This is an optimization exercise on Yosys and OpenROAD, whose aim is small area, a short achievable clock period and few clock cycles per item, not a production implementation. At most, simulation tests tie the RTL to the original design; equivalence was not proved. Power figures rest on the tool's default switching activity, not on a simulated workload.

==> flow/design.v <==
`timescale 1 ns / 1 ps
`default_nettype none
module axi4l_slv_top #(
    parameter int ADDR_WIDTH = 12,
    parameter int DATA_WIDTH = 32
) (
    input var                     aclk,
    input var                     aresetn,
    input var  [  ADDR_WIDTH-1:0] s_axi_awaddr,
    input var  [             2:0] s_axi_awprot,
    input var                     s_axi_awvalid,
    output var                    s_axi_awready,
    input var  [  DATA_WIDTH-1:0] s_axi_wdata,
    input var  [DATA_WIDTH/8-1:0] s_axi_wstrb,
    input var                     s_axi_wvalid,
    output var                    s_axi_wready,
    output var [             1:0] s_axi_bresp,
    output var                    s_axi_bvalid,
    input var                     s_axi_bready,
    input var  [  ADDR_WIDTH-1:0] s_axi_araddr,
    input var  [             2:0] s_axi_arprot,
    input var                     s_axi_arvalid,
    output var                    s_axi_arready,
    output var [  DATA_WIDTH-1:0] s_axi_rdata,
    output var [             1:0] s_axi_rresp,
    output var                    s_axi_rvalid,
    input var                     s_axi_rready,
    output var                    irq_reg_irq,
    input var                     reg_irq_bit0,
    output var [            31:0] reg_a_b,
    input var  [            31:0] reg_c_d
);
  logic wr_hs, b_pop;
  logic bv0_q, b1_free_q;   
  logic be0_q, be1_q;   
  assign s_axi_awready = s_axi_wvalid && b1_free_q;
  assign s_axi_wready = s_axi_awvalid && b1_free_q;
  assign wr_hs = s_axi_awvalid && s_axi_wvalid && b1_free_q;
  assign b_pop = bv0_q && s_axi_bready;
  logic [9:0] wa;
  logic wa_lo;   
  assign wa = s_axi_awaddr[11:2];
  assign wa_lo = (wa[9:4] == 6'd0);
  logic wr_trap, wr_mask, wr_force, wr_trig, wr_a, wr_ok;
  assign wr_trap = wr_hs && wa_lo && (wa[3:0] == 4'd1);
  assign wr_mask = wr_hs && wa_lo && (wa[3:0] == 4'd2);
  assign wr_force = wr_hs && wa_lo && (wa[3:0] == 4'd3);
  assign wr_trig = wr_hs && wa_lo && (wa[3:0] == 4'd5);
  assign wr_a = wr_hs && wa_lo && (wa[3:0] == 4'd8);
  assign wr_ok = wa_lo && (wa[3:0] <= 4'd5 || wa[3:0] == 4'd8);
  always_ff @(posedge aclk) begin
    if (!aresetn) begin
      bv0_q <= 1'b0;
      b1_free_q <= 1'b1;
    end else begin
      bv0_q <= (bv0_q && !b_pop) || !b1_free_q || wr_hs;
      b1_free_q <= !((!b1_free_q && !b_pop) || (wr_hs && bv0_q && !b_pop));
    end
  end
  always_ff @(posedge aclk) begin
    if (!bv0_q || b_pop) be0_q <= b1_free_q ? !wr_ok : be1_q;
  end
  always_ff @(posedge aclk) begin
    if (b1_free_q) be1_q <= !wr_ok;
  end
  assign s_axi_bvalid = bv0_q;
  assign s_axi_bresp = {be0_q, be0_q};
  logic trap_q, mask_q, trig_q, irq_in_q;
  logic [31:0] a_q;
  logic irq_event;
  always_ff @(posedge aclk) irq_in_q <= reg_irq_bit0;
  assign irq_event = reg_irq_bit0 && (!trig_q || !irq_in_q);
  always_ff @(posedge aclk) begin
    if (!aresetn) trap_q <= 1'b0;
    else
      trap_q <= (trap_q && !(wr_trap && !s_axi_wdata[0])) || (wr_force && s_axi_wdata[0]) ||
          irq_event;
  end
  always_ff @(posedge aclk) begin
    if (!aresetn) mask_q <= 1'b0;
    else if (wr_mask) mask_q <= s_axi_wdata[0];
  end
  always_ff @(posedge aclk) begin
    if (!aresetn) trig_q <= 1'b0;
    else if (wr_trig) trig_q <= s_axi_wdata[0];
  end
  logic a_ld, a_keep;
  assign a_ld = wr_a && aresetn;
  assign a_keep = !wr_a && aresetn;
  always_ff @(posedge aclk) a_q <= ({32{a_ld}} & s_axi_wdata) | ({32{a_keep}} & a_q);
  assign reg_a_b = a_q;
  assign irq_reg_irq = trap_q && mask_q;
  logic rvalid_q, ridle_q, rerr_q, r_free;
  logic [31:0] rdata_q;
  assign r_free = ridle_q || s_axi_rready;
  assign s_axi_arready = r_free;
  logic [9:0] ra;
  logic ra_lo;
  assign ra = s_axi_araddr[11:2];
  assign ra_lo = (ra[9:4] == 6'd0);
  logic ra_ok, rd_a, rd_c;
  assign ra_ok = ra_lo && (ra[3:0] <= 4'd5 || ra[3:0] == 4'd8 || ra[3:0] == 4'd9);
  assign rd_a = ra_lo && (ra[3:0] == 4'd8);
  assign rd_c = ra_lo && (ra[3:0] == 4'd9);
  logic rd_bit0;
  always_comb begin
    case (ra[3:0])
      4'd0: rd_bit0 = trap_q && mask_q;
      4'd1: rd_bit0 = trap_q;
      4'd2: rd_bit0 = mask_q;
      4'd4: rd_bit0 = irq_in_q;
      4'd5: rd_bit0 = trig_q;
      4'd8: rd_bit0 = a_q[0];
      4'd9: rd_bit0 = reg_c_d[0];
      default: rd_bit0 = 1'b0;
    endcase
  end
  always_ff @(posedge aclk) begin
    if (!aresetn) rvalid_q <= 1'b0;
    else if (r_free) rvalid_q <= s_axi_arvalid;
  end
  always_ff @(posedge aclk) begin
    if (!aresetn) ridle_q <= 1'b1;
    else if (r_free) ridle_q <= !s_axi_arvalid;
  end
  logic ld_a, ld_c, r_keep;
  assign ld_a = r_free && rd_a;
  assign ld_c = r_free && rd_c;
  assign r_keep = !r_free;
  always_ff @(posedge aclk) begin
    rdata_q[31:1] <= ({31{ld_a}} & a_q[31:1]) | ({31{ld_c}} & reg_c_d[31:1]) |
        ({31{r_keep}} & rdata_q[31:1]);
    rdata_q[0] <= (r_free && ra_lo && rd_bit0) || (r_keep && rdata_q[0]);
  end
  always_ff @(posedge aclk) begin
    if (r_free) rerr_q <= !ra_ok;
  end
  assign s_axi_rvalid = rvalid_q;
  assign s_axi_rdata = rdata_q;
  assign s_axi_rresp = {rerr_q, rerr_q};
endmodule
`default_nettype wire
clock: 3.0 ns
lec_check: 0
abc_area: 1
cap_margin: 20
core_margin: 2
core_utilization: 40
setup_slack_margin: 1.4
slew_margin: 20
standard.sh (not shown) runs the stock make flow with config.mk's settings and CLKGATE_MAP_FILE= SYNTH_SCRIPT=/design/flow/synth_recipe.tcl, a recipe that flattens the netlist after the stock synthesis.
==> flow/flow/run.sh <==
#!/bin/bash
# Standard ORFS layout with these changes:
#  - synthesis maps logic with the ABC script flow/abc_area.script (when present);
#    everything before ABC, so every register and its name, is the standard synthesis;
#  - the cells listed in flow/dont_use.txt (when present) are added to the platform's
#    don't-use list, for synthesis and the resizer (slow many-input OR/NOR gates);
#  - the port buffers are sky130 buf_1 cells instead of buffer_ports' default.
set -euo pipefail
here=$PWD
rm -rf "$here/scripts_abc"
cp -r "$FLOW_HOME/scripts" "$here/scripts_abc"
if [[ -f "$here/flow/abc_area.script" ]]; then
  cp "$here/flow/abc_area.script" "$here/scripts_abc/abc_area.script"
fi
args=()
if [[ -f "$here/flow/dont_use.txt" ]]; then
  base=$(make -s -C "$FLOW_HOME" DESIGN_CONFIG="$here/config.mk" WORK_HOME="$here/orfs" print-DONT_USE_CELLS | sed -n 's/^DONT_USE_CELLS: //p')
  args+=("DONT_USE_CELLS=$base $(tr '\n' ' ' < "$here/flow/dont_use.txt")")
fi
export BUFFER_PORTS_ARGS="-buffer_cell sky130_fd_sc_hd__buf_1"
bash standard.sh SCRIPTS_DIR="$here/scripts_abc" "${args[@]}" synth > synth.log 2>&1
bash standard.sh "${args[@]}" > standard.log 2>&1
==> flow/flow/abc_area.script <==
strash
&get -n
&dch -f
&nf
&put
topo
stime -c
==> flow/flow/dont_use.txt <==
sky130_fd_sc_hd__nor3_1
sky130_fd_sc_hd__nor3_2
sky130_fd_sc_hd__nor3_4
sky130_fd_sc_hd__nor3b_1
sky130_fd_sc_hd__nor3b_2
sky130_fd_sc_hd__nor3b_4
sky130_fd_sc_hd__nor4_1
sky130_fd_sc_hd__nor4_2
sky130_fd_sc_hd__nor4_4
sky130_fd_sc_hd__nor4b_1
sky130_fd_sc_hd__nor4b_2
sky130_fd_sc_hd__nor4b_4
sky130_fd_sc_hd__nor4bb_1
sky130_fd_sc_hd__nor4bb_2
sky130_fd_sc_hd__nor4bb_4
sky130_fd_sc_hd__or3_1
sky130_fd_sc_hd__or3_2
sky130_fd_sc_hd__or3_4
sky130_fd_sc_hd__or3b_1
sky130_fd_sc_hd__or3b_2
sky130_fd_sc_hd__or3b_4
sky130_fd_sc_hd__or4_1
sky130_fd_sc_hd__or4_2
sky130_fd_sc_hd__or4_4
sky130_fd_sc_hd__or4b_1
sky130_fd_sc_hd__or4b_2
sky130_fd_sc_hd__or4b_4
sky130_fd_sc_hd__or4bb_1
sky130_fd_sc_hd__or4bb_2
sky130_fd_sc_hd__or4bb_4
Next try:
--- a/flow/design.v
+++ b/flow/design.v
@@ -29,15 +29,14 @@
     input var                     reg_irq_bit0,
     output var [            31:0] reg_a_b,
     input var  [            31:0] reg_c_d
 );
-  logic wr_hs, b_pop;
-  logic bv0_q, b1_free_q;   
-  logic be0_q, be1_q;   
-  assign s_axi_awready = s_axi_wvalid && b1_free_q;
-  assign s_axi_wready = s_axi_awvalid && b1_free_q;
-  assign wr_hs = s_axi_awvalid && s_axi_wvalid && b1_free_q;
-  assign b_pop = bv0_q && s_axi_bready;
+  logic b_free, wr_hs;
+  logic bvalid_q, bidle_q, berr_q;
+  assign b_free = bidle_q || s_axi_bready;
+  assign s_axi_awready = s_axi_wvalid && b_free;
+  assign s_axi_wready = s_axi_awvalid && b_free;
+  assign wr_hs = s_axi_awvalid && s_axi_wvalid && b_free;
   logic [9:0] wa;
   logic wa_lo;   
   assign wa = s_axi_awaddr[11:2];
   assign wa_lo = (wa[9:4] == 6'd0);
@@ -48,24 +47,22 @@
   assign wr_trig = wr_hs && wa_lo && (wa[3:0] == 4'd5);
   assign wr_a = wr_hs && wa_lo && (wa[3:0] == 4'd8);
   assign wr_ok = wa_lo && (wa[3:0] <= 4'd5 || wa[3:0] == 4'd8);
   always_ff @(posedge aclk) begin
-    if (!aresetn) begin
-      bv0_q <= 1'b0;
-      b1_free_q <= 1'b1;
-    end else begin
-      bv0_q <= (bv0_q && !b_pop) || !b1_free_q || wr_hs;
-      b1_free_q <= !((!b1_free_q && !b_pop) || (wr_hs && bv0_q && !b_pop));
-    end
+    if (!aresetn) bvalid_q <= 1'b0;
+    else if (wr_hs) bvalid_q <= 1'b1;
+    else if (s_axi_bready) bvalid_q <= 1'b0;
   end
   always_ff @(posedge aclk) begin
-    if (!bv0_q || b_pop) be0_q <= b1_free_q ? !wr_ok : be1_q;
+    if (!aresetn) bidle_q <= 1'b1;
+    else if (wr_hs) bidle_q <= 1'b0;
+    else if (s_axi_bready) bidle_q <= 1'b1;
   end
   always_ff @(posedge aclk) begin
-    if (b1_free_q) be1_q <= !wr_ok;
+    if (b_free) berr_q <= !wr_ok;
   end
-  assign s_axi_bvalid = bv0_q;
-  assign s_axi_bresp = {be0_q, be0_q};
+  assign s_axi_bvalid = bvalid_q;
+  assign s_axi_bresp = {berr_q, berr_q};
   logic trap_q, mask_q, trig_q, irq_in_q;
   logic [31:0] a_q;
   logic irq_event;
   always_ff @(posedge aclk) irq_in_q <= reg_irq_bit0;
Outcome: Cell count is lower by about 2.4%; worst setup slack got worse by 0.033 ns; utilization is higher by 1.2 points; die area is lower by 1.5%; power is lower by 7.9%; via count is lower by 2.5%.
Testbench counts after the change, summed over its fixed seeds: cycles 1,608, items 3,200.
For the first run of this note, only the layout was checked, not whether the RTL still works.

==> separate check: timing with driven ports <==
The flow's constraints put no driver on any port. The routed layouts listed below were extracted and timed again, unchanged, in two steps.
Step 1: set_driving_cell puts a clkbuf_16 on aclk and a buf_2 on each other input, an assumption about the parent block.
Step 2 moves the port delays by t, midway between the first and last clock arrival at a register: inputs arrive t later, outputs are due t later. That takes back most of the time a late clock gives input paths.
Slacks: no drivers / after step 1 / after step 2; pairs: no drivers / after step 1.
| run | t (ns) | setup WS [ns] | worst register clock-pin slew, ns |
|---|---|---|---|
| the first run | 0.365 | 1.430 / 1.401 / 1.083 | 0.08 / 0.08 |
| the second run | 0.362 | 1.397 / 1.358 / 1.134 | 0.08 / 0.08 |
After both steps every run listed still meets setup and hold. For the first run, which loses most, drivers alone change the setup slack by -0.029 ns; drivers and shift together by -0.347 ns.
